Background: an optimization exercise with open tools, aiming at small area and a short achievable clock period. Do not read the settings as production practice. Function was checked by simulation only, so behaviour that the tests miss may differ from the original. No driver is modelled on the clock port, so clocking that relies on it looks cheaper here than on a real chip. Power and IR drop assume default switching activity.

==> flow/design.v <==
module interrupt_controller(
	pclk_i,
	prst_i,
	penable_i,
	pready_o,
	pwrite_i,
	paddr_i,
	pwdata_i,
	prdata_o,
	interrupt_active_i,
	interrupt_valid_o,
	interrupt_to_be_serviced_o,
	interrupt_serviced_i);
	input pclk_i,prst_i,penable_i,pwrite_i;
	input [3:0] paddr_i,pwdata_i;
	output reg pready_o;
	output reg [3:0] prdata_o;
	input [15:0] interrupt_active_i;
	input interrupt_serviced_i;
	output reg interrupt_valid_o;
	output reg [3:0] interrupt_to_be_serviced_o;
	reg arb;
	genvar g;
	reg [15:0] pb3, pb2, npb1, npb0;
	wire [15:0] we;
	wire [3:0] wd, rd_d;
	wire rd_en, rdy_d;
	ic_port u_port(
		.rst(prst_i), .pen(penable_i), .pw(pwrite_i),
		.pa(paddr_i), .pd(pwdata_i),
		.pb3(pb3), .pb2(pb2), .npb1(npb1), .npb0(npb0),
		.we(we), .wd(wd), .rd_en(rd_en), .rd_d(rd_d), .rdy_d(rdy_d));
	generate
		for (g = 0; g < 16; g = g + 1) begin : regs
			always @(posedge pclk_i)
				if (we[g]) begin
					pb3[g] <= wd[3];
					pb2[g] <= wd[2];
					npb1[g] <= wd[1];
					npb0[g] <= wd[0];
				end
		end
	endgenerate
	always @(posedge pclk_i) begin
		pready_o <= rdy_d;
		if (rd_en)
			prdata_o <= rd_d;
	end
	wire [3:0] nwinner;
	ic_arb_core u_core(
		.req(interrupt_active_i),
		.pb3(pb3), .pb2(pb2), .npb1(npb1), .npb0(npb0),
		.nwin(nwinner));
	always @(posedge pclk_i) begin
		if (prst_i) begin
			arb <= 1'b0;
			interrupt_valid_o <= 1'b0;
			interrupt_to_be_serviced_o <= 4'd0;
		end else begin
			arb <= (|interrupt_active_i) &
			       ((~arb & ~interrupt_valid_o) | (interrupt_valid_o & interrupt_serviced_i));
			interrupt_valid_o <= arb | (interrupt_valid_o & ~interrupt_serviced_i);
			if (arb) interrupt_to_be_serviced_o <= ~nwinner;
			else if (interrupt_serviced_i) interrupt_to_be_serviced_o <= 4'd0;
		end
	end
endmodule
module ic_arb_core(req, pb3, pb2, npb1, npb0, nwin);
	input [15:0] req;
	input [15:0] pb3, pb2, npb1, npb0;
	output [3:0] nwin;
	genvar g;
	wire [15:0] pb1 = ~npb1;
	wire [15:0] pb0 = ~npb0;
	wire h3 = |(req & pb3);
	wire h2 = h3 ? |(req & pb3 & pb2) : |(req & pb2);
	wire [15:0] c1 = req & (pb3 | {16{~h3}}) & (pb2 | {16{~h2}});
	wire h1 = |(c1 & pb1);
	wire h0 = h1 ? |(c1 & pb1 & pb0) : |(c1 & pb0);
	wire [15:0] cw = c1 & (pb1 | {16{~h1}}) & (pb0 | {16{~h0}});
	wire [3:0] nz, lo_odd, lo_hi;
	generate
		for (g = 0; g < 4; g = g + 1) begin : quad
			wire [3:0] q = cw[4*g+3:4*g];
			assign nz[g] = |q;
			assign lo_hi[g] = ~q[0] & ~q[1];
			assign lo_odd[g] = ~q[0] & (q[1] | ~q[2]);
		end
	endgenerate
	wire [3:0] fq = {nz[3] & ~nz[2] & ~nz[1] & ~nz[0], nz[2] & ~nz[1] & ~nz[0],
	                 nz[1] & ~nz[0], nz[0]};
	assign nwin = ~{fq[3] | fq[2], fq[3] | fq[1], |(fq & lo_hi), |(fq & lo_odd)};
endmodule
module ic_port(rst, pen, pw, pa, pd, pb3, pb2, npb1, npb0, we, wd, rd_en, rd_d, rdy_d);
	input rst, pen, pw;
	input [3:0] pa, pd;
	input [15:0] pb3, pb2, npb1, npb0;
	output [15:0] we;
	output [3:0] wd;
	output rd_en;
	output [3:0] rd_d;
	output rdy_d;
	genvar g;
	wire [15:0] sel;
	generate
		for (g = 0; g < 16; g = g + 1) begin : dec
			assign sel[g] = pa == g;
		end
	endgenerate
	wire [3:0] wdata = pd & {4{~rst}};
	assign we = {16{rst}} | ({16{pen & pw}} & sel);
	assign wd = {wdata[3], wdata[2], ~wdata[1], ~wdata[0]};
	assign rd_en = rst | (pen & ~pw);
	assign rd_d = {|(sel & pb3), |(sel & pb2), |(sel & ~npb1), |(sel & ~npb0)} & {4{~rst}};
	assign rdy_d = pen & ~rst;
endmodule
==> flow/flow/run.sh <==
#!/bin/bash
# Own layout flow: the standard flow (standard.sh) with
#  - the standard synthesis, except that ABC maps with flow/abc.script
#    (registers are mapped before ABC runs, so they are unchanged); also
#    the combinational modules ic_arb_core and ic_port are read from the
#    gate netlists flow/arb_core.v and flow/port.v (made by gen/gen_core8.py
#    and gen/gen_port.py) instead of being synthesised from rtl/ic.v,
#  - smaller port buffers (PORT_BUF),
#  - timing repair aimed at a setup slack margin below the clock period
#    (MARGIN), and the other settings in flow/params.sh (CTS arguments,
#    EXTRA make variables),
#  - clock buffers upsized after CTS where the register clock pins would
#    see too slow a slew (flow/clkfix.tcl).
# make's full output is in standard_flow.log; ORFS's step logs are in orfs/logs/.
set -euo pipefail
source flow/params.sh
export MY_ABC_SCRIPT=$PWD/flow/abc.script
export CLK_SLEW_LIMIT=${CLK_SLEW_LIMIT:-0.1}
args=("BUFFER_PORTS_ARGS=-buffer_cell $PORT_BUF" "SETUP_SLACK_MARGIN=$MARGIN")
if [[ "${OWN_ABC:-1}" == 1 ]]; then args+=("SYNTH_SCRIPT=$PWD/flow/synth.tcl"); fi
subst=""
if [[ -f flow/arb_core.v ]]; then subst="$subst ic_arb_core=$PWD/flow/arb_core.v"; fi
if [[ -f flow/port.v ]]; then subst="$subst ic_port=$PWD/flow/port.v"; fi
if [[ -n "$subst" ]]; then
  export SUBST_NETLISTS="$subst"
  args+=("SYNTH_CANONICALIZE_TCL=$PWD/flow/subst.tcl")
fi
if [[ -n "${CTS_ARGS:-}" ]]; then args+=("CTS_ARGS=$CTS_ARGS"); fi
if [[ -f flow/clkfix.tcl ]]; then args+=("POST_CTS_TCL=$PWD/flow/clkfix.tcl"); fi
if [[ -n "${EXTRA:-}" ]]; then for kv in $EXTRA; do args+=("$kv"); done; fi
bash standard.sh "${args[@]}" "${FLOW_TARGET:-finish}" > standard_flow.log 2>&1
==> flow/flow/abc.script <==
&get -n
&st
&dch
&nf -R 1000
&put
==> flow/flow/arb_core.v <==
// generated by gen/gen_core8.py y3_0=2 nh3=8 nh2=4 h1=4 h0=4
module ic_arb_core(req, pb3, pb2, npb1, npb0, nwin);
  input [15:0] req, pb3, pb2, npb1, npb0;
  output [3:0] nwin;
  wire [15:0] nc1, cw;
  wire x3_0;
  wire x3_1;
  wire x3_2;
  wire x3_3;
  wire x3_4;
  wire x3_5;
  wire x3_6;
  wire x3_7;
  wire y3_0;
  wire y3_1;
  wire nh3;
  wire x2b_0;
  wire x2b_1;
  wire x2b_2;
  wire x2b_3;
  wire x2b_4;
  wire x2b_5;
  wire x2b_6;
  wire x2b_7;
  wire y2b_0;
  wire y2b_1;
  wire z2a_0;
  wire z2a_1;
  wire z2a_2;
  wire z2a_3;
  wire z2a_4;
  wire z2a_5;
  wire z2a_6;
  wire z2a_7;
  wire z2a_8;
  wire z2a_9;
  wire z2a_10;
  wire z2a_11;
  wire z2a_12;
  wire z2a_13;
  wire z2a_14;
  wire z2a_15;
  wire q2a_0;
  wire q2a_1;
  wire q2a_2;
  wire q2a_3;
  wire s2a_0;
  wire s2a_1;
  wire t2a;
  wire nh2;
  wire t1_x0;
  wire t1_x1;
  wire t1_x2;
  wire t1_x3;
  wire t1_x4;
  wire t1_x5;
  wire t1_x6;
  wire t1_x7;
  wire t1_r0;
  wire t1_r1;
  wire t1_r2;
  wire t1_r3;
  wire h1;
  wire t0b_x0;
  wire t0b_x1;
  wire t0b_x2;
  wire t0b_x3;
  wire t0b_x4;
  wire t0b_x5;
  wire t0b_x6;
  wire t0b_x7;
  wire t0b_r0;
  wire t0b_r1;
  wire t0b_r2;
  wire t0b_r3;
  wire y0b_0;
  wire y0b_1;
  wire nt0b;
  wire z0a_0;
  wire z0a_1;
  wire z0a_2;
  wire z0a_3;
  wire z0a_4;
  wire z0a_5;
  wire z0a_6;
  wire z0a_7;
  wire z0a_8;
  wire z0a_9;
  wire z0a_10;
  wire z0a_11;
  wire z0a_12;
  wire z0a_13;
  wire z0a_14;
  wire z0a_15;
  wire r0a_0;
  wire r0a_1;
  wire r0a_2;
  wire r0a_3;
  wire r0a_4;
  wire r0a_5;
  wire r0a_6;
  wire r0a_7;
  wire y0a_0;
  wire y0a_1;
  wire nt0a;
  wire h0;
  wire pn0;
  wire pn1;
  wire pn2;
  wire pn3;
  wire pn4;
  wire pn5;
  wire pn6;
  wire pn7;
  wire nz0;
  wire nz1;
  wire nz2;
  wire nz3;
  wire nnz0;
  wire nnz1;
  wire nnz2;
  wire nnz3;
  wire lo8;
  wire nlo8;
  wire hi8;
  wire e3only;
  wire la;
  wire ha;
  wire O0;
  wire O1;
  wire O2;
  wire O3;
  wire lq;
  wire hq;
  sky130_fd_sc_hd__a22oi_1 g1 (.A1(req[0]), .A2(pb3[0]), .B1(req[1]), .B2(pb3[1]), .Y(x3_0));
  sky130_fd_sc_hd__a22oi_1 g2 (.A1(req[2]), .A2(pb3[2]), .B1(req[3]), .B2(pb3[3]), .Y(x3_1));
  sky130_fd_sc_hd__a22oi_1 g3 (.A1(req[4]), .A2(pb3[4]), .B1(req[5]), .B2(pb3[5]), .Y(x3_2));
  sky130_fd_sc_hd__a22oi_1 g4 (.A1(req[6]), .A2(pb3[6]), .B1(req[7]), .B2(pb3[7]), .Y(x3_3));
  sky130_fd_sc_hd__a22oi_1 g5 (.A1(req[8]), .A2(pb3[8]), .B1(req[9]), .B2(pb3[9]), .Y(x3_4));
  sky130_fd_sc_hd__a22oi_1 g6 (.A1(req[10]), .A2(pb3[10]), .B1(req[11]), .B2(pb3[11]), .Y(x3_5));
  sky130_fd_sc_hd__a22oi_1 g7 (.A1(req[12]), .A2(pb3[12]), .B1(req[13]), .B2(pb3[13]), .Y(x3_6));
  sky130_fd_sc_hd__a22oi_1 g8 (.A1(req[14]), .A2(pb3[14]), .B1(req[15]), .B2(pb3[15]), .Y(x3_7));
  sky130_fd_sc_hd__nand4_2 g9 (.A(x3_0), .B(x3_1), .C(x3_2), .D(x3_3), .Y(y3_0));
  sky130_fd_sc_hd__nand4_1 g10 (.A(x3_4), .B(x3_5), .C(x3_6), .D(x3_7), .Y(y3_1));
  sky130_fd_sc_hd__nor2_8 g11 (.A(y3_0), .B(y3_1), .Y(nh3));
  sky130_fd_sc_hd__a22oi_1 g12 (.A1(req[0]), .A2(pb2[0]), .B1(req[1]), .B2(pb2[1]), .Y(x2b_0));
  sky130_fd_sc_hd__a22oi_1 g13 (.A1(req[2]), .A2(pb2[2]), .B1(req[3]), .B2(pb2[3]), .Y(x2b_1));
  sky130_fd_sc_hd__a22oi_1 g14 (.A1(req[4]), .A2(pb2[4]), .B1(req[5]), .B2(pb2[5]), .Y(x2b_2));
  sky130_fd_sc_hd__a22oi_1 g15 (.A1(req[6]), .A2(pb2[6]), .B1(req[7]), .B2(pb2[7]), .Y(x2b_3));
  sky130_fd_sc_hd__a22oi_1 g16 (.A1(req[8]), .A2(pb2[8]), .B1(req[9]), .B2(pb2[9]), .Y(x2b_4));
  sky130_fd_sc_hd__a22oi_1 g17 (.A1(req[10]), .A2(pb2[10]), .B1(req[11]), .B2(pb2[11]), .Y(x2b_5));
  sky130_fd_sc_hd__a22oi_1 g18 (.A1(req[12]), .A2(pb2[12]), .B1(req[13]), .B2(pb2[13]), .Y(x2b_6));
  sky130_fd_sc_hd__a22oi_1 g19 (.A1(req[14]), .A2(pb2[14]), .B1(req[15]), .B2(pb2[15]), .Y(x2b_7));
  sky130_fd_sc_hd__nand4_1 g20 (.A(x2b_0), .B(x2b_1), .C(x2b_2), .D(x2b_3), .Y(y2b_0));
  sky130_fd_sc_hd__nand4_1 g21 (.A(x2b_4), .B(x2b_5), .C(x2b_6), .D(x2b_7), .Y(y2b_1));
  sky130_fd_sc_hd__nand3_1 g22 (.A(req[0]), .B(pb3[0]), .C(pb2[0]), .Y(z2a_0));
  sky130_fd_sc_hd__nand3_1 g23 (.A(req[1]), .B(pb3[1]), .C(pb2[1]), .Y(z2a_1));
  sky130_fd_sc_hd__nand3_1 g24 (.A(req[2]), .B(pb3[2]), .C(pb2[2]), .Y(z2a_2));
  sky130_fd_sc_hd__nand3_1 g25 (.A(req[3]), .B(pb3[3]), .C(pb2[3]), .Y(z2a_3));
  sky130_fd_sc_hd__nand3_1 g26 (.A(req[4]), .B(pb3[4]), .C(pb2[4]), .Y(z2a_4));
  sky130_fd_sc_hd__nand3_1 g27 (.A(req[5]), .B(pb3[5]), .C(pb2[5]), .Y(z2a_5));
  sky130_fd_sc_hd__nand3_1 g28 (.A(req[6]), .B(pb3[6]), .C(pb2[6]), .Y(z2a_6));
  sky130_fd_sc_hd__nand3_1 g29 (.A(req[7]), .B(pb3[7]), .C(pb2[7]), .Y(z2a_7));
  sky130_fd_sc_hd__nand3_1 g30 (.A(req[8]), .B(pb3[8]), .C(pb2[8]), .Y(z2a_8));
  sky130_fd_sc_hd__nand3_1 g31 (.A(req[9]), .B(pb3[9]), .C(pb2[9]), .Y(z2a_9));
  sky130_fd_sc_hd__nand3_1 g32 (.A(req[10]), .B(pb3[10]), .C(pb2[10]), .Y(z2a_10));
  sky130_fd_sc_hd__nand3_1 g33 (.A(req[11]), .B(pb3[11]), .C(pb2[11]), .Y(z2a_11));
  sky130_fd_sc_hd__nand3_1 g34 (.A(req[12]), .B(pb3[12]), .C(pb2[12]), .Y(z2a_12));
  sky130_fd_sc_hd__nand3_1 g35 (.A(req[13]), .B(pb3[13]), .C(pb2[13]), .Y(z2a_13));
  sky130_fd_sc_hd__nand3_1 g36 (.A(req[14]), .B(pb3[14]), .C(pb2[14]), .Y(z2a_14));
  sky130_fd_sc_hd__nand3_1 g37 (.A(req[15]), .B(pb3[15]), .C(pb2[15]), .Y(z2a_15));
  sky130_fd_sc_hd__nand4_1 g38 (.A(z2a_0), .B(z2a_1), .C(z2a_2), .D(z2a_3), .Y(q2a_0));
  sky130_fd_sc_hd__nand4_1 g39 (.A(z2a_4), .B(z2a_5), .C(z2a_6), .D(z2a_7), .Y(q2a_1));
  sky130_fd_sc_hd__nand4_1 g40 (.A(z2a_8), .B(z2a_9), .C(z2a_10), .D(z2a_11), .Y(q2a_2));
  sky130_fd_sc_hd__nand4_1 g41 (.A(z2a_12), .B(z2a_13), .C(z2a_14), .D(z2a_15), .Y(q2a_3));
  sky130_fd_sc_hd__nor2_1 g42 (.A(q2a_0), .B(q2a_1), .Y(s2a_0));
  sky130_fd_sc_hd__nor2_1 g43 (.A(q2a_2), .B(q2a_3), .Y(s2a_1));
  sky130_fd_sc_hd__nand2_1 g44 (.A(s2a_0), .B(s2a_1), .Y(t2a));
  sky130_fd_sc_hd__a221oi_4 g45 (.A1(nh3), .A2(y2b_0), .B1(nh3), .B2(y2b_1), .C1(t2a), .Y(nh2));
  sky130_fd_sc_hd__o221ai_1 g46 (.A1(pb3[0]), .A2(nh3), .B1(pb2[0]), .B2(nh2), .C1(req[0]), .Y(nc1[0]));
  sky130_fd_sc_hd__o221ai_1 g47 (.A1(pb3[1]), .A2(nh3), .B1(pb2[1]), .B2(nh2), .C1(req[1]), .Y(nc1[1]));
  sky130_fd_sc_hd__o221ai_1 g48 (.A1(pb3[2]), .A2(nh3), .B1(pb2[2]), .B2(nh2), .C1(req[2]), .Y(nc1[2]));
  sky130_fd_sc_hd__o221ai_1 g49 (.A1(pb3[3]), .A2(nh3), .B1(pb2[3]), .B2(nh2), .C1(req[3]), .Y(nc1[3]));
  sky130_fd_sc_hd__o221ai_1 g50 (.A1(pb3[4]), .A2(nh3), .B1(pb2[4]), .B2(nh2), .C1(req[4]), .Y(nc1[4]));
  sky130_fd_sc_hd__o221ai_1 g51 (.A1(pb3[5]), .A2(nh3), .B1(pb2[5]), .B2(nh2), .C1(req[5]), .Y(nc1[5]));
  sky130_fd_sc_hd__o221ai_1 g52 (.A1(pb3[6]), .A2(nh3), .B1(pb2[6]), .B2(nh2), .C1(req[6]), .Y(nc1[6]));
  sky130_fd_sc_hd__o221ai_1 g53 (.A1(pb3[7]), .A2(nh3), .B1(pb2[7]), .B2(nh2), .C1(req[7]), .Y(nc1[7]));
  sky130_fd_sc_hd__o221ai_1 g54 (.A1(pb3[8]), .A2(nh3), .B1(pb2[8]), .B2(nh2), .C1(req[8]), .Y(nc1[8]));
  sky130_fd_sc_hd__o221ai_1 g55 (.A1(pb3[9]), .A2(nh3), .B1(pb2[9]), .B2(nh2), .C1(req[9]), .Y(nc1[9]));
  sky130_fd_sc_hd__o221ai_1 g56 (.A1(pb3[10]), .A2(nh3), .B1(pb2[10]), .B2(nh2), .C1(req[10]), .Y(nc1[10]));
  sky130_fd_sc_hd__o221ai_1 g57 (.A1(pb3[11]), .A2(nh3), .B1(pb2[11]), .B2(nh2), .C1(req[11]), .Y(nc1[11]));
  sky130_fd_sc_hd__o221ai_1 g58 (.A1(pb3[12]), .A2(nh3), .B1(pb2[12]), .B2(nh2), .C1(req[12]), .Y(nc1[12]));
  sky130_fd_sc_hd__o221ai_1 g59 (.A1(pb3[13]), .A2(nh3), .B1(pb2[13]), .B2(nh2), .C1(req[13]), .Y(nc1[13]));
  sky130_fd_sc_hd__o221ai_1 g60 (.A1(pb3[14]), .A2(nh3), .B1(pb2[14]), .B2(nh2), .C1(req[14]), .Y(nc1[14]));
  sky130_fd_sc_hd__o221ai_1 g61 (.A1(pb3[15]), .A2(nh3), .B1(pb2[15]), .B2(nh2), .C1(req[15]), .Y(nc1[15]));
  sky130_fd_sc_hd__o22ai_1 g62 (.A1(nc1[0]), .A2(npb1[0]), .B1(nc1[1]), .B2(npb1[1]), .Y(t1_x0));
  sky130_fd_sc_hd__o22ai_1 g63 (.A1(nc1[2]), .A2(npb1[2]), .B1(nc1[3]), .B2(npb1[3]), .Y(t1_x1));
  sky130_fd_sc_hd__o22ai_1 g64 (.A1(nc1[4]), .A2(npb1[4]), .B1(nc1[5]), .B2(npb1[5]), .Y(t1_x2));
  sky130_fd_sc_hd__o22ai_1 g65 (.A1(nc1[6]), .A2(npb1[6]), .B1(nc1[7]), .B2(npb1[7]), .Y(t1_x3));
  sky130_fd_sc_hd__o22ai_1 g66 (.A1(nc1[8]), .A2(npb1[8]), .B1(nc1[9]), .B2(npb1[9]), .Y(t1_x4));
  sky130_fd_sc_hd__o22ai_1 g67 (.A1(nc1[10]), .A2(npb1[10]), .B1(nc1[11]), .B2(npb1[11]), .Y(t1_x5));
  sky130_fd_sc_hd__o22ai_1 g68 (.A1(nc1[12]), .A2(npb1[12]), .B1(nc1[13]), .B2(npb1[13]), .Y(t1_x6));
  sky130_fd_sc_hd__o22ai_1 g69 (.A1(nc1[14]), .A2(npb1[14]), .B1(nc1[15]), .B2(npb1[15]), .Y(t1_x7));
  sky130_fd_sc_hd__nor2_1 g70 (.A(t1_x0), .B(t1_x1), .Y(t1_r0));
  sky130_fd_sc_hd__nor2_1 g71 (.A(t1_x2), .B(t1_x3), .Y(t1_r1));
  sky130_fd_sc_hd__nor2_1 g72 (.A(t1_x4), .B(t1_x5), .Y(t1_r2));
  sky130_fd_sc_hd__nor2_1 g73 (.A(t1_x6), .B(t1_x7), .Y(t1_r3));
  sky130_fd_sc_hd__nand4_4 g74 (.A(t1_r0), .B(t1_r1), .C(t1_r2), .D(t1_r3), .Y(h1));
  sky130_fd_sc_hd__o22ai_1 g75 (.A1(nc1[0]), .A2(npb0[0]), .B1(nc1[1]), .B2(npb0[1]), .Y(t0b_x0));
  sky130_fd_sc_hd__o22ai_1 g76 (.A1(nc1[2]), .A2(npb0[2]), .B1(nc1[3]), .B2(npb0[3]), .Y(t0b_x1));
  sky130_fd_sc_hd__o22ai_1 g77 (.A1(nc1[4]), .A2(npb0[4]), .B1(nc1[5]), .B2(npb0[5]), .Y(t0b_x2));
  sky130_fd_sc_hd__o22ai_1 g78 (.A1(nc1[6]), .A2(npb0[6]), .B1(nc1[7]), .B2(npb0[7]), .Y(t0b_x3));
  sky130_fd_sc_hd__o22ai_1 g79 (.A1(nc1[8]), .A2(npb0[8]), .B1(nc1[9]), .B2(npb0[9]), .Y(t0b_x4));
  sky130_fd_sc_hd__o22ai_1 g80 (.A1(nc1[10]), .A2(npb0[10]), .B1(nc1[11]), .B2(npb0[11]), .Y(t0b_x5));
  sky130_fd_sc_hd__o22ai_1 g81 (.A1(nc1[12]), .A2(npb0[12]), .B1(nc1[13]), .B2(npb0[13]), .Y(t0b_x6));
  sky130_fd_sc_hd__o22ai_1 g82 (.A1(nc1[14]), .A2(npb0[14]), .B1(nc1[15]), .B2(npb0[15]), .Y(t0b_x7));
  sky130_fd_sc_hd__nor2_1 g83 (.A(t0b_x0), .B(t0b_x1), .Y(t0b_r0));
  sky130_fd_sc_hd__nor2_1 g84 (.A(t0b_x2), .B(t0b_x3), .Y(t0b_r1));
  sky130_fd_sc_hd__nor2_1 g85 (.A(t0b_x4), .B(t0b_x5), .Y(t0b_r2));
  sky130_fd_sc_hd__nor2_1 g86 (.A(t0b_x6), .B(t0b_x7), .Y(t0b_r3));
  sky130_fd_sc_hd__nand2_1 g87 (.A(t0b_r0), .B(t0b_r1), .Y(y0b_0));
  sky130_fd_sc_hd__nand2_1 g88 (.A(t0b_r2), .B(t0b_r3), .Y(y0b_1));
  sky130_fd_sc_hd__nor2_1 g89 (.A(y0b_0), .B(y0b_1), .Y(nt0b));
  sky130_fd_sc_hd__nor3_1 g90 (.A(nc1[0]), .B(npb1[0]), .C(npb0[0]), .Y(z0a_0));
  sky130_fd_sc_hd__nor3_1 g91 (.A(nc1[1]), .B(npb1[1]), .C(npb0[1]), .Y(z0a_1));
  sky130_fd_sc_hd__nor3_1 g92 (.A(nc1[2]), .B(npb1[2]), .C(npb0[2]), .Y(z0a_2));
  sky130_fd_sc_hd__nor3_1 g93 (.A(nc1[3]), .B(npb1[3]), .C(npb0[3]), .Y(z0a_3));
  sky130_fd_sc_hd__nor3_1 g94 (.A(nc1[4]), .B(npb1[4]), .C(npb0[4]), .Y(z0a_4));
  sky130_fd_sc_hd__nor3_1 g95 (.A(nc1[5]), .B(npb1[5]), .C(npb0[5]), .Y(z0a_5));
  sky130_fd_sc_hd__nor3_1 g96 (.A(nc1[6]), .B(npb1[6]), .C(npb0[6]), .Y(z0a_6));
  sky130_fd_sc_hd__nor3_1 g97 (.A(nc1[7]), .B(npb1[7]), .C(npb0[7]), .Y(z0a_7));
  sky130_fd_sc_hd__nor3_1 g98 (.A(nc1[8]), .B(npb1[8]), .C(npb0[8]), .Y(z0a_8));
  sky130_fd_sc_hd__nor3_1 g99 (.A(nc1[9]), .B(npb1[9]), .C(npb0[9]), .Y(z0a_9));
  sky130_fd_sc_hd__nor3_1 g100 (.A(nc1[10]), .B(npb1[10]), .C(npb0[10]), .Y(z0a_10));
  sky130_fd_sc_hd__nor3_1 g101 (.A(nc1[11]), .B(npb1[11]), .C(npb0[11]), .Y(z0a_11));
  sky130_fd_sc_hd__nor3_1 g102 (.A(nc1[12]), .B(npb1[12]), .C(npb0[12]), .Y(z0a_12));
  sky130_fd_sc_hd__nor3_1 g103 (.A(nc1[13]), .B(npb1[13]), .C(npb0[13]), .Y(z0a_13));
  sky130_fd_sc_hd__nor3_1 g104 (.A(nc1[14]), .B(npb1[14]), .C(npb0[14]), .Y(z0a_14));
  sky130_fd_sc_hd__nor3_1 g105 (.A(nc1[15]), .B(npb1[15]), .C(npb0[15]), .Y(z0a_15));
  sky130_fd_sc_hd__nor2_1 g106 (.A(z0a_0), .B(z0a_1), .Y(r0a_0));
  sky130_fd_sc_hd__nor2_1 g107 (.A(z0a_2), .B(z0a_3), .Y(r0a_1));
  sky130_fd_sc_hd__nor2_1 g108 (.A(z0a_4), .B(z0a_5), .Y(r0a_2));
  sky130_fd_sc_hd__nor2_1 g109 (.A(z0a_6), .B(z0a_7), .Y(r0a_3));
  sky130_fd_sc_hd__nor2_1 g110 (.A(z0a_8), .B(z0a_9), .Y(r0a_4));
  sky130_fd_sc_hd__nor2_1 g111 (.A(z0a_10), .B(z0a_11), .Y(r0a_5));
  sky130_fd_sc_hd__nor2_1 g112 (.A(z0a_12), .B(z0a_13), .Y(r0a_6));
  sky130_fd_sc_hd__nor2_1 g113 (.A(z0a_14), .B(z0a_15), .Y(r0a_7));
  sky130_fd_sc_hd__nand4_1 g114 (.A(r0a_0), .B(r0a_1), .C(r0a_2), .D(r0a_3), .Y(y0a_0));
  sky130_fd_sc_hd__nand4_1 g115 (.A(r0a_4), .B(r0a_5), .C(r0a_6), .D(r0a_7), .Y(y0a_1));
  sky130_fd_sc_hd__nor2_1 g116 (.A(y0a_0), .B(y0a_1), .Y(nt0a));
  sky130_fd_sc_hd__a21oi_4 g117 (.A1(nt0a), .A2(h1), .B1(nt0b), .Y(h0));
  sky130_fd_sc_hd__a221oi_1 g118 (.A1(npb1[0]), .A2(h1), .B1(npb0[0]), .B2(h0), .C1(nc1[0]), .Y(cw[0]));
  sky130_fd_sc_hd__a221oi_1 g119 (.A1(npb1[1]), .A2(h1), .B1(npb0[1]), .B2(h0), .C1(nc1[1]), .Y(cw[1]));
  sky130_fd_sc_hd__a221oi_1 g120 (.A1(npb1[2]), .A2(h1), .B1(npb0[2]), .B2(h0), .C1(nc1[2]), .Y(cw[2]));
  sky130_fd_sc_hd__a221oi_1 g121 (.A1(npb1[3]), .A2(h1), .B1(npb0[3]), .B2(h0), .C1(nc1[3]), .Y(cw[3]));
  sky130_fd_sc_hd__a221oi_1 g122 (.A1(npb1[4]), .A2(h1), .B1(npb0[4]), .B2(h0), .C1(nc1[4]), .Y(cw[4]));
  sky130_fd_sc_hd__a221oi_1 g123 (.A1(npb1[5]), .A2(h1), .B1(npb0[5]), .B2(h0), .C1(nc1[5]), .Y(cw[5]));
  sky130_fd_sc_hd__a221oi_1 g124 (.A1(npb1[6]), .A2(h1), .B1(npb0[6]), .B2(h0), .C1(nc1[6]), .Y(cw[6]));
  sky130_fd_sc_hd__a221oi_1 g125 (.A1(npb1[7]), .A2(h1), .B1(npb0[7]), .B2(h0), .C1(nc1[7]), .Y(cw[7]));
  sky130_fd_sc_hd__a221oi_1 g126 (.A1(npb1[8]), .A2(h1), .B1(npb0[8]), .B2(h0), .C1(nc1[8]), .Y(cw[8]));
  sky130_fd_sc_hd__a221oi_1 g127 (.A1(npb1[9]), .A2(h1), .B1(npb0[9]), .B2(h0), .C1(nc1[9]), .Y(cw[9]));
  sky130_fd_sc_hd__a221oi_1 g128 (.A1(npb1[10]), .A2(h1), .B1(npb0[10]), .B2(h0), .C1(nc1[10]), .Y(cw[10]));
  sky130_fd_sc_hd__a221oi_1 g129 (.A1(npb1[11]), .A2(h1), .B1(npb0[11]), .B2(h0), .C1(nc1[11]), .Y(cw[11]));
  sky130_fd_sc_hd__a221oi_1 g130 (.A1(npb1[12]), .A2(h1), .B1(npb0[12]), .B2(h0), .C1(nc1[12]), .Y(cw[12]));
  sky130_fd_sc_hd__a221oi_1 g131 (.A1(npb1[13]), .A2(h1), .B1(npb0[13]), .B2(h0), .C1(nc1[13]), .Y(cw[13]));
  sky130_fd_sc_hd__a221oi_1 g132 (.A1(npb1[14]), .A2(h1), .B1(npb0[14]), .B2(h0), .C1(nc1[14]), .Y(cw[14]));
  sky130_fd_sc_hd__a221oi_1 g133 (.A1(npb1[15]), .A2(h1), .B1(npb0[15]), .B2(h0), .C1(nc1[15]), .Y(cw[15]));
  sky130_fd_sc_hd__nor2_1 g134 (.A(cw[0]), .B(cw[1]), .Y(pn0));
  sky130_fd_sc_hd__nor2_1 g135 (.A(cw[2]), .B(cw[3]), .Y(pn1));
  sky130_fd_sc_hd__nor2_1 g136 (.A(cw[4]), .B(cw[5]), .Y(pn2));
  sky130_fd_sc_hd__nor2_1 g137 (.A(cw[6]), .B(cw[7]), .Y(pn3));
  sky130_fd_sc_hd__nor2_1 g138 (.A(cw[8]), .B(cw[9]), .Y(pn4));
  sky130_fd_sc_hd__nor2_1 g139 (.A(cw[10]), .B(cw[11]), .Y(pn5));
  sky130_fd_sc_hd__nor2_1 g140 (.A(cw[12]), .B(cw[13]), .Y(pn6));
  sky130_fd_sc_hd__nor2_1 g141 (.A(cw[14]), .B(cw[15]), .Y(pn7));
  sky130_fd_sc_hd__nand2_1 g142 (.A(pn0), .B(pn1), .Y(nz0));
  sky130_fd_sc_hd__nand2_1 g143 (.A(pn2), .B(pn3), .Y(nz1));
  sky130_fd_sc_hd__nand2_1 g144 (.A(pn4), .B(pn5), .Y(nz2));
  sky130_fd_sc_hd__nand2_1 g145 (.A(pn6), .B(pn7), .Y(nz3));
  sky130_fd_sc_hd__and2_1 g146 (.A(pn0), .B(pn1), .X(nnz0));
  sky130_fd_sc_hd__and2_1 g147 (.A(pn4), .B(pn5), .X(nnz2));
  sky130_fd_sc_hd__nand4_1 g148 (.A(pn0), .B(pn1), .C(pn2), .D(pn3), .Y(lo8));
  sky130_fd_sc_hd__and4_1 g149 (.A(pn0), .B(pn1), .C(pn2), .D(pn3), .X(nlo8));
  sky130_fd_sc_hd__nand4_1 g150 (.A(pn4), .B(pn5), .C(pn6), .D(pn7), .Y(hi8));
  sky130_fd_sc_hd__nand2b_1 g151 (.A_N(lo8), .B(hi8), .Y(nwin[3]));
  sky130_fd_sc_hd__and3_1 g152 (.A(pn4), .B(pn5), .C(nz3), .X(e3only));
  sky130_fd_sc_hd__o21ai_1 g153 (.A1(lo8), .A2(e3only), .B1(nnz0), .Y(nwin[2]));
  sky130_fd_sc_hd__a32o_1 g154 (.A1(nnz0), .A2(nz1), .A3(pn2), .B1(nz0), .B2(pn0), .X(la));
  sky130_fd_sc_hd__a32o_1 g155 (.A1(nnz2), .A2(nz3), .A3(pn6), .B1(nz2), .B2(pn4), .X(ha));
  sky130_fd_sc_hd__a21oi_1 g156 (.A1(nlo8), .A2(ha), .B1(la), .Y(nwin[1]));
  sky130_fd_sc_hd__a21oi_1 g157 (.A1(pn0), .A2(cw[2]), .B1(cw[0]), .Y(O0));
  sky130_fd_sc_hd__a21oi_1 g158 (.A1(pn2), .A2(cw[6]), .B1(cw[4]), .Y(O1));
  sky130_fd_sc_hd__a21oi_1 g159 (.A1(pn4), .A2(cw[10]), .B1(cw[8]), .Y(O2));
  sky130_fd_sc_hd__a21oi_1 g160 (.A1(pn6), .A2(cw[14]), .B1(cw[12]), .Y(O3));
  sky130_fd_sc_hd__a32o_1 g161 (.A1(O1), .A2(nz1), .A3(nnz0), .B1(O0), .B2(nz0), .X(lq));
  sky130_fd_sc_hd__a32o_1 g162 (.A1(O3), .A2(nz3), .A3(nnz2), .B1(O2), .B2(nz2), .X(hq));
  sky130_fd_sc_hd__a21oi_1 g163 (.A1(nlo8), .A2(hq), .B1(lq), .Y(nwin[0]));
endmodule
==> flow/flow/clkfix.tcl <==
set_propagated_clock [all_clocks]
estimate_parasitics -placement
set limit [expr {[info exists ::env(CLK_SLEW_LIMIT)] ? $::env(CLK_SLEW_LIMIT) : 0.1}]
set changed 1
while {$changed} {
  set changed 0
  foreach inst [get_cells *] {
    set r [get_property $inst ref_name]
    if {![regexp {^sky130_fd_sc_hd__clkbuf_([0-9]+)$} $r -> sz]} continue
    set worst 0.0
    foreach pin [get_pins -of_objects $inst -filter "direction==output"] {
      foreach load [get_pins -of_objects [get_nets -of_objects $pin] -filter "direction==input"] {
        if {[get_name $load] ne "CLK" && ![string match "*/CLK" [get_full_name $load]]} continue
        set s [get_property $load slew_max]
        if {$s > $worst} { set worst $s }
      }
    }
    if {$worst > $limit && $sz < 16} {
      set nsz [expr {$sz * 2}]
      puts "clkfix: [get_name $inst] $r -> clkbuf_$nsz (sink slew $worst)"
      replace_cell $inst [get_lib_cells */sky130_fd_sc_hd__clkbuf_$nsz]
      estimate_parasitics -placement
      set changed 1
    }
  }
}
detailed_placement
check_placement -verbose
==> flow/flow/params.sh <==
PORT_BUF=sky130_fd_sc_hd__buf_1
MARGIN=20.5
CTS_ARGS="-sink_clustering_enable -repair_clock_nets -buf_list sky130_fd_sc_hd__clkbuf_4 -dont_use_dummy_load"
EXTRA="SKIP_INCREMENTAL_REPAIR=1"
CLK_SLEW_LIMIT=0.1
==> flow/flow/port.v <==
// generated by gen/gen_port.py 
module ic_port(rst, pen, pw, pa, pd, pb3, pb2, npb1, npb0, we, wd, rd_en, rd_d, rdy_d);
  input rst, pen, pw;
  input [3:0] pa, pd;
  input [15:0] pb3, pb2, npb1, npb0;
  output [15:0] we;
  output [3:0] wd, rd_d;
  output rd_en, rdy_d;
  wire na0;
  wire na1;
  wire na2;
  wire na3;
  wire nrst;
  wire npw;
  wire lo0;
  wire lo1;
  wire lo2;
  wire lo3;
  wire nlo0;
  wire nlo1;
  wire nlo2;
  wire nlo3;
  wire hi0;
  wire hi1;
  wire hi2;
  wire hi3;
  wire nhi0;
  wire nhi1;
  wire nhi2;
  wire nhi3;
  wire wa0;
  wire wa1;
  wire wa2;
  wire wa3;
  wire wb0;
  wire wb1;
  wire wb2;
  wire wb3;
  wire r3_x0_0;
  wire r3_x0_1;
  wire r3_g0;
  wire r3_x1_0;
  wire r3_x1_1;
  wire r3_g1;
  wire r3_x2_0;
  wire r3_x2_1;
  wire r3_g2;
  wire r3_x3_0;
  wire r3_x3_1;
  wire r3_g3;
  wire r3_y0;
  wire r3_y1;
  wire r2_x0_0;
  wire r2_x0_1;
  wire r2_g0;
  wire r2_x1_0;
  wire r2_x1_1;
  wire r2_g1;
  wire r2_x2_0;
  wire r2_x2_1;
  wire r2_g2;
  wire r2_x3_0;
  wire r2_x3_1;
  wire r2_g3;
  wire r2_y0;
  wire r2_y1;
  wire r1_x0_0;
  wire r1_x0_1;
  wire r1_ng0;
  wire r1_x1_0;
  wire r1_x1_1;
  wire r1_ng1;
  wire r1_x2_0;
  wire r1_x2_1;
  wire r1_ng2;
  wire r1_x3_0;
  wire r1_x3_1;
  wire r1_ng3;
  wire r1_z0;
  wire r1_z1;
  wire r0_x0_0;
  wire r0_x0_1;
  wire r0_ng0;
  wire r0_x1_0;
  wire r0_x1_1;
  wire r0_ng1;
  wire r0_x2_0;
  wire r0_x2_1;
  wire r0_ng2;
  wire r0_x3_0;
  wire r0_x3_1;
  wire r0_ng3;
  wire r0_z0;
  wire r0_z1;
  sky130_fd_sc_hd__inv_1 p1 (.A(pa[0]), .Y(na0));
  sky130_fd_sc_hd__inv_1 p2 (.A(pa[1]), .Y(na1));
  sky130_fd_sc_hd__inv_1 p3 (.A(pa[2]), .Y(na2));
  sky130_fd_sc_hd__inv_1 p4 (.A(pa[3]), .Y(na3));
  sky130_fd_sc_hd__inv_1 p5 (.A(rst), .Y(nrst));
  sky130_fd_sc_hd__inv_1 p6 (.A(pw), .Y(npw));
  sky130_fd_sc_hd__nor2_1 p7 (.A(pa[0]), .B(pa[1]), .Y(lo0));
  sky130_fd_sc_hd__nor2_1 p8 (.A(na0), .B(pa[1]), .Y(lo1));
  sky130_fd_sc_hd__nor2_1 p9 (.A(pa[0]), .B(na1), .Y(lo2));
  sky130_fd_sc_hd__nor2_1 p10 (.A(na0), .B(na1), .Y(lo3));
  sky130_fd_sc_hd__nand2_1 p11 (.A(na0), .B(na1), .Y(nlo0));
  sky130_fd_sc_hd__nand2_1 p12 (.A(pa[0]), .B(na1), .Y(nlo1));
  sky130_fd_sc_hd__nand2_1 p13 (.A(na0), .B(pa[1]), .Y(nlo2));
  sky130_fd_sc_hd__nand2_1 p14 (.A(pa[0]), .B(pa[1]), .Y(nlo3));
  sky130_fd_sc_hd__nor2_1 p15 (.A(pa[2]), .B(pa[3]), .Y(hi0));
  sky130_fd_sc_hd__nor2_1 p16 (.A(na2), .B(pa[3]), .Y(hi1));
  sky130_fd_sc_hd__nor2_1 p17 (.A(pa[2]), .B(na3), .Y(hi2));
  sky130_fd_sc_hd__nor2_1 p18 (.A(na2), .B(na3), .Y(hi3));
  sky130_fd_sc_hd__nand2_1 p19 (.A(na2), .B(na3), .Y(nhi0));
  sky130_fd_sc_hd__nand2_1 p20 (.A(pa[2]), .B(na3), .Y(nhi1));
  sky130_fd_sc_hd__nand2_1 p21 (.A(na2), .B(pa[3]), .Y(nhi2));
  sky130_fd_sc_hd__nand2_1 p22 (.A(pa[2]), .B(pa[3]), .Y(nhi3));
  sky130_fd_sc_hd__nor2_1 p23 (.A(rst), .B(lo0), .Y(wa0));
  sky130_fd_sc_hd__nor2_1 p24 (.A(rst), .B(lo1), .Y(wa1));
  sky130_fd_sc_hd__nor2_1 p25 (.A(rst), .B(lo2), .Y(wa2));
  sky130_fd_sc_hd__nor2_1 p26 (.A(rst), .B(lo3), .Y(wa3));
  sky130_fd_sc_hd__a31oi_1 p27 (.A1(pen), .A2(pw), .A3(hi0), .B1(rst), .Y(wb0));
  sky130_fd_sc_hd__a31oi_1 p28 (.A1(pen), .A2(pw), .A3(hi1), .B1(rst), .Y(wb1));
  sky130_fd_sc_hd__a31oi_1 p29 (.A1(pen), .A2(pw), .A3(hi2), .B1(rst), .Y(wb2));
  sky130_fd_sc_hd__a31oi_1 p30 (.A1(pen), .A2(pw), .A3(hi3), .B1(rst), .Y(wb3));
  sky130_fd_sc_hd__nor2_1 p31 (.A(wa0), .B(wb0), .Y(we[0]));
  sky130_fd_sc_hd__nor2_1 p32 (.A(wa1), .B(wb0), .Y(we[1]));
  sky130_fd_sc_hd__nor2_1 p33 (.A(wa2), .B(wb0), .Y(we[2]));
  sky130_fd_sc_hd__nor2_1 p34 (.A(wa3), .B(wb0), .Y(we[3]));
  sky130_fd_sc_hd__nor2_1 p35 (.A(wa0), .B(wb1), .Y(we[4]));
  sky130_fd_sc_hd__nor2_1 p36 (.A(wa1), .B(wb1), .Y(we[5]));
  sky130_fd_sc_hd__nor2_1 p37 (.A(wa2), .B(wb1), .Y(we[6]));
  sky130_fd_sc_hd__nor2_1 p38 (.A(wa3), .B(wb1), .Y(we[7]));
  sky130_fd_sc_hd__nor2_1 p39 (.A(wa0), .B(wb2), .Y(we[8]));
  sky130_fd_sc_hd__nor2_1 p40 (.A(wa1), .B(wb2), .Y(we[9]));
  sky130_fd_sc_hd__nor2_1 p41 (.A(wa2), .B(wb2), .Y(we[10]));
  sky130_fd_sc_hd__nor2_1 p42 (.A(wa3), .B(wb2), .Y(we[11]));
  sky130_fd_sc_hd__nor2_1 p43 (.A(wa0), .B(wb3), .Y(we[12]));
  sky130_fd_sc_hd__nor2_1 p44 (.A(wa1), .B(wb3), .Y(we[13]));
  sky130_fd_sc_hd__nor2_1 p45 (.A(wa2), .B(wb3), .Y(we[14]));
  sky130_fd_sc_hd__nor2_1 p46 (.A(wa3), .B(wb3), .Y(we[15]));
  sky130_fd_sc_hd__nor2b_1 p47 (.A(rst), .B_N(pd[3]), .Y(wd[3]));
  sky130_fd_sc_hd__nor2b_1 p48 (.A(rst), .B_N(pd[2]), .Y(wd[2]));
  sky130_fd_sc_hd__nand2b_1 p49 (.A_N(rst), .B(pd[1]), .Y(wd[1]));
  sky130_fd_sc_hd__nand2b_1 p50 (.A_N(rst), .B(pd[0]), .Y(wd[0]));
  sky130_fd_sc_hd__a21o_1 p51 (.A1(pen), .A2(npw), .B1(rst), .X(rd_en));
  sky130_fd_sc_hd__nor2b_1 p52 (.A(rst), .B_N(pen), .Y(rdy_d));
  sky130_fd_sc_hd__a22oi_1 p53 (.A1(lo0), .A2(pb3[0]), .B1(lo1), .B2(pb3[1]), .Y(r3_x0_0));
  sky130_fd_sc_hd__a22oi_1 p54 (.A1(lo2), .A2(pb3[2]), .B1(lo3), .B2(pb3[3]), .Y(r3_x0_1));
  sky130_fd_sc_hd__nand2_1 p55 (.A(r3_x0_0), .B(r3_x0_1), .Y(r3_g0));
  sky130_fd_sc_hd__a22oi_1 p56 (.A1(lo0), .A2(pb3[4]), .B1(lo1), .B2(pb3[5]), .Y(r3_x1_0));
  sky130_fd_sc_hd__a22oi_1 p57 (.A1(lo2), .A2(pb3[6]), .B1(lo3), .B2(pb3[7]), .Y(r3_x1_1));
  sky130_fd_sc_hd__nand2_1 p58 (.A(r3_x1_0), .B(r3_x1_1), .Y(r3_g1));
  sky130_fd_sc_hd__a22oi_1 p59 (.A1(lo0), .A2(pb3[8]), .B1(lo1), .B2(pb3[9]), .Y(r3_x2_0));
  sky130_fd_sc_hd__a22oi_1 p60 (.A1(lo2), .A2(pb3[10]), .B1(lo3), .B2(pb3[11]), .Y(r3_x2_1));
  sky130_fd_sc_hd__nand2_1 p61 (.A(r3_x2_0), .B(r3_x2_1), .Y(r3_g2));
  sky130_fd_sc_hd__a22oi_1 p62 (.A1(lo0), .A2(pb3[12]), .B1(lo1), .B2(pb3[13]), .Y(r3_x3_0));
  sky130_fd_sc_hd__a22oi_1 p63 (.A1(lo2), .A2(pb3[14]), .B1(lo3), .B2(pb3[15]), .Y(r3_x3_1));
  sky130_fd_sc_hd__nand2_1 p64 (.A(r3_x3_0), .B(r3_x3_1), .Y(r3_g3));
  sky130_fd_sc_hd__a22oi_1 p65 (.A1(hi0), .A2(r3_g0), .B1(hi1), .B2(r3_g1), .Y(r3_y0));
  sky130_fd_sc_hd__a22oi_1 p66 (.A1(hi2), .A2(r3_g2), .B1(hi3), .B2(r3_g3), .Y(r3_y1));
  sky130_fd_sc_hd__a21oi_1 p67 (.A1(r3_y0), .A2(r3_y1), .B1(rst), .Y(rd_d[3]));
  sky130_fd_sc_hd__a22oi_1 p68 (.A1(lo0), .A2(pb2[0]), .B1(lo1), .B2(pb2[1]), .Y(r2_x0_0));
  sky130_fd_sc_hd__a22oi_1 p69 (.A1(lo2), .A2(pb2[2]), .B1(lo3), .B2(pb2[3]), .Y(r2_x0_1));
  sky130_fd_sc_hd__nand2_1 p70 (.A(r2_x0_0), .B(r2_x0_1), .Y(r2_g0));
  sky130_fd_sc_hd__a22oi_1 p71 (.A1(lo0), .A2(pb2[4]), .B1(lo1), .B2(pb2[5]), .Y(r2_x1_0));
  sky130_fd_sc_hd__a22oi_1 p72 (.A1(lo2), .A2(pb2[6]), .B1(lo3), .B2(pb2[7]), .Y(r2_x1_1));
  sky130_fd_sc_hd__nand2_1 p73 (.A(r2_x1_0), .B(r2_x1_1), .Y(r2_g1));
  sky130_fd_sc_hd__a22oi_1 p74 (.A1(lo0), .A2(pb2[8]), .B1(lo1), .B2(pb2[9]), .Y(r2_x2_0));
  sky130_fd_sc_hd__a22oi_1 p75 (.A1(lo2), .A2(pb2[10]), .B1(lo3), .B2(pb2[11]), .Y(r2_x2_1));
  sky130_fd_sc_hd__nand2_1 p76 (.A(r2_x2_0), .B(r2_x2_1), .Y(r2_g2));
  sky130_fd_sc_hd__a22oi_1 p77 (.A1(lo0), .A2(pb2[12]), .B1(lo1), .B2(pb2[13]), .Y(r2_x3_0));
  sky130_fd_sc_hd__a22oi_1 p78 (.A1(lo2), .A2(pb2[14]), .B1(lo3), .B2(pb2[15]), .Y(r2_x3_1));
  sky130_fd_sc_hd__nand2_1 p79 (.A(r2_x3_0), .B(r2_x3_1), .Y(r2_g3));
  sky130_fd_sc_hd__a22oi_1 p80 (.A1(hi0), .A2(r2_g0), .B1(hi1), .B2(r2_g1), .Y(r2_y0));
  sky130_fd_sc_hd__a22oi_1 p81 (.A1(hi2), .A2(r2_g2), .B1(hi3), .B2(r2_g3), .Y(r2_y1));
  sky130_fd_sc_hd__a21oi_1 p82 (.A1(r2_y0), .A2(r2_y1), .B1(rst), .Y(rd_d[2]));
  sky130_fd_sc_hd__o22ai_1 p83 (.A1(nlo0), .A2(npb1[0]), .B1(nlo1), .B2(npb1[1]), .Y(r1_x0_0));
  sky130_fd_sc_hd__o22ai_1 p84 (.A1(nlo2), .A2(npb1[2]), .B1(nlo3), .B2(npb1[3]), .Y(r1_x0_1));
  sky130_fd_sc_hd__nor2_1 p85 (.A(r1_x0_0), .B(r1_x0_1), .Y(r1_ng0));
  sky130_fd_sc_hd__o22ai_1 p86 (.A1(nlo0), .A2(npb1[4]), .B1(nlo1), .B2(npb1[5]), .Y(r1_x1_0));
  sky130_fd_sc_hd__o22ai_1 p87 (.A1(nlo2), .A2(npb1[6]), .B1(nlo3), .B2(npb1[7]), .Y(r1_x1_1));
  sky130_fd_sc_hd__nor2_1 p88 (.A(r1_x1_0), .B(r1_x1_1), .Y(r1_ng1));
  sky130_fd_sc_hd__o22ai_1 p89 (.A1(nlo0), .A2(npb1[8]), .B1(nlo1), .B2(npb1[9]), .Y(r1_x2_0));
  sky130_fd_sc_hd__o22ai_1 p90 (.A1(nlo2), .A2(npb1[10]), .B1(nlo3), .B2(npb1[11]), .Y(r1_x2_1));
  sky130_fd_sc_hd__nor2_1 p91 (.A(r1_x2_0), .B(r1_x2_1), .Y(r1_ng2));
  sky130_fd_sc_hd__o22ai_1 p92 (.A1(nlo0), .A2(npb1[12]), .B1(nlo1), .B2(npb1[13]), .Y(r1_x3_0));
  sky130_fd_sc_hd__o22ai_1 p93 (.A1(nlo2), .A2(npb1[14]), .B1(nlo3), .B2(npb1[15]), .Y(r1_x3_1));
  sky130_fd_sc_hd__nor2_1 p94 (.A(r1_x3_0), .B(r1_x3_1), .Y(r1_ng3));
  sky130_fd_sc_hd__o22ai_1 p95 (.A1(nhi0), .A2(r1_ng0), .B1(nhi1), .B2(r1_ng1), .Y(r1_z0));
  sky130_fd_sc_hd__o22ai_1 p96 (.A1(nhi2), .A2(r1_ng2), .B1(nhi3), .B2(r1_ng3), .Y(r1_z1));
  sky130_fd_sc_hd__o21a_1 p97 (.A1(r1_z0), .A2(r1_z1), .B1(nrst), .X(rd_d[1]));
  sky130_fd_sc_hd__o22ai_1 p98 (.A1(nlo0), .A2(npb0[0]), .B1(nlo1), .B2(npb0[1]), .Y(r0_x0_0));
  sky130_fd_sc_hd__o22ai_1 p99 (.A1(nlo2), .A2(npb0[2]), .B1(nlo3), .B2(npb0[3]), .Y(r0_x0_1));
  sky130_fd_sc_hd__nor2_1 p100 (.A(r0_x0_0), .B(r0_x0_1), .Y(r0_ng0));
  sky130_fd_sc_hd__o22ai_1 p101 (.A1(nlo0), .A2(npb0[4]), .B1(nlo1), .B2(npb0[5]), .Y(r0_x1_0));
  sky130_fd_sc_hd__o22ai_1 p102 (.A1(nlo2), .A2(npb0[6]), .B1(nlo3), .B2(npb0[7]), .Y(r0_x1_1));
  sky130_fd_sc_hd__nor2_1 p103 (.A(r0_x1_0), .B(r0_x1_1), .Y(r0_ng1));
  sky130_fd_sc_hd__o22ai_1 p104 (.A1(nlo0), .A2(npb0[8]), .B1(nlo1), .B2(npb0[9]), .Y(r0_x2_0));
  sky130_fd_sc_hd__o22ai_1 p105 (.A1(nlo2), .A2(npb0[10]), .B1(nlo3), .B2(npb0[11]), .Y(r0_x2_1));
  sky130_fd_sc_hd__nor2_1 p106 (.A(r0_x2_0), .B(r0_x2_1), .Y(r0_ng2));
  sky130_fd_sc_hd__o22ai_1 p107 (.A1(nlo0), .A2(npb0[12]), .B1(nlo1), .B2(npb0[13]), .Y(r0_x3_0));
  sky130_fd_sc_hd__o22ai_1 p108 (.A1(nlo2), .A2(npb0[14]), .B1(nlo3), .B2(npb0[15]), .Y(r0_x3_1));
  sky130_fd_sc_hd__nor2_1 p109 (.A(r0_x3_0), .B(r0_x3_1), .Y(r0_ng3));
  sky130_fd_sc_hd__o22ai_1 p110 (.A1(nhi0), .A2(r0_ng0), .B1(nhi1), .B2(r0_ng1), .Y(r0_z0));
  sky130_fd_sc_hd__o22ai_1 p111 (.A1(nhi2), .A2(r0_ng2), .B1(nhi3), .B2(r0_ng3), .Y(r0_z1));
  sky130_fd_sc_hd__o21a_1 p112 (.A1(r0_z0), .A2(r0_z1), .B1(nrst), .X(rd_d[0]));
endmodule
==> flow/flow/subst.tcl <==
# Replace behavioural modules of rtl/ic.v by gate netlists of the same
# function (made by the scripts in gen/): SUBST_NETLISTS lists
# module=netlist pairs.
foreach pair $::env(SUBST_NETLISTS) {
  lassign [split $pair =] module netlist
  delete $module
  read_verilog $netlist
}
hierarchy -check -top $::env(DESIGN_NAME)
==> flow/flow/synth.tcl <==
# synth_recipe.tcl (the standard synthesis), with ABC's script replaced by
# flow/abc.script when MY_ABC_SCRIPT names it.
proc synth {args} { yosys synth -nofsm -noshare {*}$args }
proc abc {args} {
  set i [lsearch -exact $args -script]
  if { $i >= 0 && [info exists ::env(MY_ABC_SCRIPT)] } {
    lset args [expr {$i + 1}] $::env(MY_ABC_SCRIPT)
  }
  puts "abc wrapper: $args"
  yosys abc {*}$args
}
source $::env(SCRIPTS_DIR)/synth.tcl
# left out here: clear keep_hierarchy, flatten, clean up, hide names made inside functions, write 1_2_yosys.v
==> flow/standard.sh <==
#!/bin/bash
# synth_recipe.tcl (not shown) runs the flow's synth.tcl, then flattens the netlist and writes it again
# the make line also repeats each setting of config.mk as NAME=value (left out here)
make -C /OpenROAD-flow-scripts/flow DESIGN_CONFIG=/design/flow/config.mk WORK_HOME=/design/flow/orfs CLKGATE_MAP_FILE= SYNTH_SCRIPT=/design/flow/synth_recipe.tcl "${@:-finish}"
==> flow/config.mk <==
export PLATFORM = sky130hd
export DESIGN_NAME = interrupt_controller
export DESIGN_NICKNAME = interrupt_controller
export VERILOG_FILES = /design/flow/design.v
export SDC_FILE = /design/flow/constraint.sdc
export NUM_CORES = 8
export LEC_CHECK = 0
export ABC_AREA = 1
export CAP_MARGIN = 20
export CORE_MARGIN = 2
export CORE_UTILIZATION = 65
export CTS_BUF_LIST = sky130_fd_sc_hd__clkbuf_4
export PLACE_DENSITY = 0.8
export SLEW_MARGIN = 20
==> flow/constraint.sdc <==
create_clock -name core_clock -period 30.0 [get_ports {pclk_i}]
set_input_delay 6.0000 -clock core_clock [delete_from_list [all_inputs] [get_ports {pclk_i}]]
set_output_delay 6.0000 -clock core_clock [all_outputs]
set_load 0.01 [all_outputs]
==> impl_metrics.tcl <==
set metrics [dict create \
    status "complete, no violations" \
    dp_hpwl_um 8560 \
    syn_avg_cell_area_sq_um 10.6 \
    reg2reg_from "pb3[12]" \
    worst-setup-path-type "in2reg" \
    yosysTopAreaCell "edfxtp_1" \
    r2r-end "interrupt_to_be_serviced_o[0]" \
    final_max_slew_viol_count 0 \
    wl_met3_um 1490 \
    io_buffer_count 38 \
    die_h_um 82.0 \
    grt_pass1_wl_um 18300 \
    finish.utilization_pct 73.6 \
    routedWlPerCell_um 23.6 \
    place_congestion 0.992 \
    clock_sinks 75 \
    hp-class "reg2reg" \
    worst-r2r-setup-slack_ns 25.69 \
    place_ws_ns 19.83 \
    crit_required_ns 30.29 \
    grt_max_degree 24 \
    ant_nets 0 \
    period_share_pct 31.8 \
    synth-async-reset-ratio_pct 0 \
    synth_most_common_cell "nor2_1" \
    finalPower_w 0.000244 \
    yosysSeqAreaShare_pct 55.2 \
    antenna_cells 0 \
    fmax_ghz 0.105 \
    cp_slowest_cell "o221ai_1" \
    path_cells "buf_1 > a22oi_1 > nand4_1 > nor2_8 > a221oi_4 > buf_4 > o221ai_1 > o22ai_1 > nor2_1 > nand4_4 > a21oi_4 > buf_4 > a221oi_1 > nor2_1 > nand2_1 > a32o_1 > a21oi_1 > nor2b_1 > a21oi_1 > nor2_1" \
    fin_cells 501 \
    worst_slack_ns 20.46 \
    cp.depth 20 \
    die-area_sq_mm 0.00672 \
    hold_depth 2 \
    grt_usage_pct 37.7 \
    syn-num-nets 402 \
    min_period_ns 9.54 \
    yosys_warnings 1 \
    final-setup-viol-count 0 \
    drc 0 \
    tns_ns 0 \
    ir_drop_v 0.0000443 \
    routed-via-count 3795 \
    synth_area_sq_mm 0.00395 \
    holdPathEnd "interrupt_to_be_serviced_o[0]" \
    clk_pin_slew_ns 0.08 \
    antenna_found_initial 0 \
    synthCells 373 \
    tightest_slew_ns 1.18 \
    crit_fanout 17 \
    first_global_vias 3542 \
    vias_per_cell 7.57 \
    skew_ns 0.0343 \
    rows 28 \
    met1_length_um 4600 \
    met2WireLength_um 5260 \
    cpMostUsedCell "nor2_1" \
    reg2regPathDepth 19 \
    drtIter0Drc 757 \
    die_w_um 82.0 \
    cp_num_buf_inv 3 \
    grt-ovfl-total 0 \
    critPathMaxStageDelay_ns 0.38 \
    synth.top_cell.area_share_pct 51.7 \
    max_cap_violations 0 \
    fin_nets 457 \
    synth_common_cells "nor2_1 (72), edfxtp_1 (68), a22oi_1 (36), o22ai_1 (36), nand2_1 (23)" \
    cp.arrival_ns 9.83 \
    routed_wl_um 11800 \
    ys.flop_type "edfxtp_1" \
    synth_area_leaders "edfxtp_1 (52%), a22oi_1 (6.8%), nor2_1 (6.8%)" \
    crit_path_start_kind "input port" \
    hold_viol 0 \
    syn_to_final_growth_pct 9.63 \
    drt-pass1-iter-count 8 \
    start_util_pct 67.1 \
    yosysUniqueCellTypes 31 \
    layout-drive-gt1-share_pct 4.69 \
    cpLargestDelayFamily "compound AO/OA/AOI/OAI gates" \
    place_inst 486 \
    io_pins 39 \
    synth_edf_count 68 \
    coreArea_sq_mm 0.00589 \
    worst_setup_path_end_kind "flop" \
    pwr_density_cell_mw_per_mm2 56.4 \
    clock_latency_ns 0.45 \
    dr.max_layer_used "met4" \
    p_leak_nw 1.45 \
    ys_seq_elements 75 \
    tritoncts "built" \
    timing.slew.headroom_pct 21.0 \
    hp-start "interrupt_to_be_serviced_o[0]" \
]
==> worst min-delay path, stage by stage (launching register included) <==
cell	delay, ns
dfxtp_1	0.34
a21oi_1	0.06
nor2_1	0.07
==> worst max path at each step <==
stage | from | to | slack [ns]
final | interrupt_active_i[12] | interrupt_to_be_serviced_o[0] | 20.46
after global routing | interrupt_active_i[12] | interrupt_to_be_serviced_o[0] | 20.22
after detailed placement | interrupt_active_i[14] | interrupt_to_be_serviced_o[1] | 19.83
after global placement | interrupt_active_i[12] | interrupt_to_be_serviced_o[0] | 19.96
after floorplan | interrupt_active_i[14] | interrupt_to_be_serviced_o[0] | 20.89
==> power breakdown <==
| group | internal (W) | switching (W) |
|---|---|---|
| registers | 0.000126 | 0.0000108 |
| logic | 0.0000201 | 0.0000360 |
| clock network | 0.0000209 | 0.0000309 |
| total | 0.000167 | 0.0000778 |
==> cell usage in the layout, fill, tap and decap left out, types with 7 or more instances in the layout <==
cell      netlist  routed
o22ai_1        36      36
edfxtp_1       68      68
nand3_1        16      16
a22oi_1        36      36
nand2_1        23      23
nor2_1         72      72
a21oi_1        12      12
a221oi_1       16      16
dfxtp_1         7       7
nand4_1        11      11
o221ai_1       16      16
nor2b_1         7       7
buf_1           0      38
nor3_1         16      16
==> per-layer routing <==
layer	vias to the layer above	global-route usage [%]
met5	-	0
met2	342	56.8
met1	1741	51.2
li1	1654	-
met4	0	17.8
met3	58	9.45
==> per-stage QoR <==
step	instance area, sq um	hold WS [ns]
final	4330	0.503
after global routing	4330	0.544
after detailed placement	4190	0.482
after global placement	4190	0.467
after floorplan	3950	0.495
==> sequential cells by signal (all words and copies together) (netlist names), 4 cells and up <==
name / count
interrupt_to_be_serviced_o: 4
npb1: 16
prdata_o: 4
pb3: 16
npb0: 16
pb2: 16
==> logic make-up after synthesis <==
kind of cell,after synthesis,share of synthesized area [%]
buf+inv,7,0.665
compound gates,131,24.8
simple gates,160,19.3
flops,75,55.2
==> area by class of cell <==
cell class | count | area, sq um
clock buffer | 9 | 98.8
fill | 434 | 1550
inverter | 7 | 26.3
timing repair buffer | 44 | 188
tap | 75 | 93.8
multi-input combinational | 291 | 1740
sequential | 75 | 2180

static timing again, ports no longer ideal:
Ports are ideal in the flow. The routed layout listed here was re-timed in OpenROAD. Step 1, drivers: a clkbuf_16 drives pclk_i and a buf_2 each remaining input, both assumed. Step 2, shift: input delay + t, output delay - t, t = (earliest + latest rising clock arrival at the registers) / 2. This alone moves slack from input paths to output paths. a / b / c = no drivers / after step 1 / after step 2; a / b = the first two.
t (ns): 0.457
setup slack, ns: 20.458 / 20.462 / 20.005
worst data-port slew with drivers (ns): 0.04
After both steps this run still meets setup and hold. For this run, drivers alone change the setup slack by +0.004 ns; drivers and shift together by -0.453 ns.
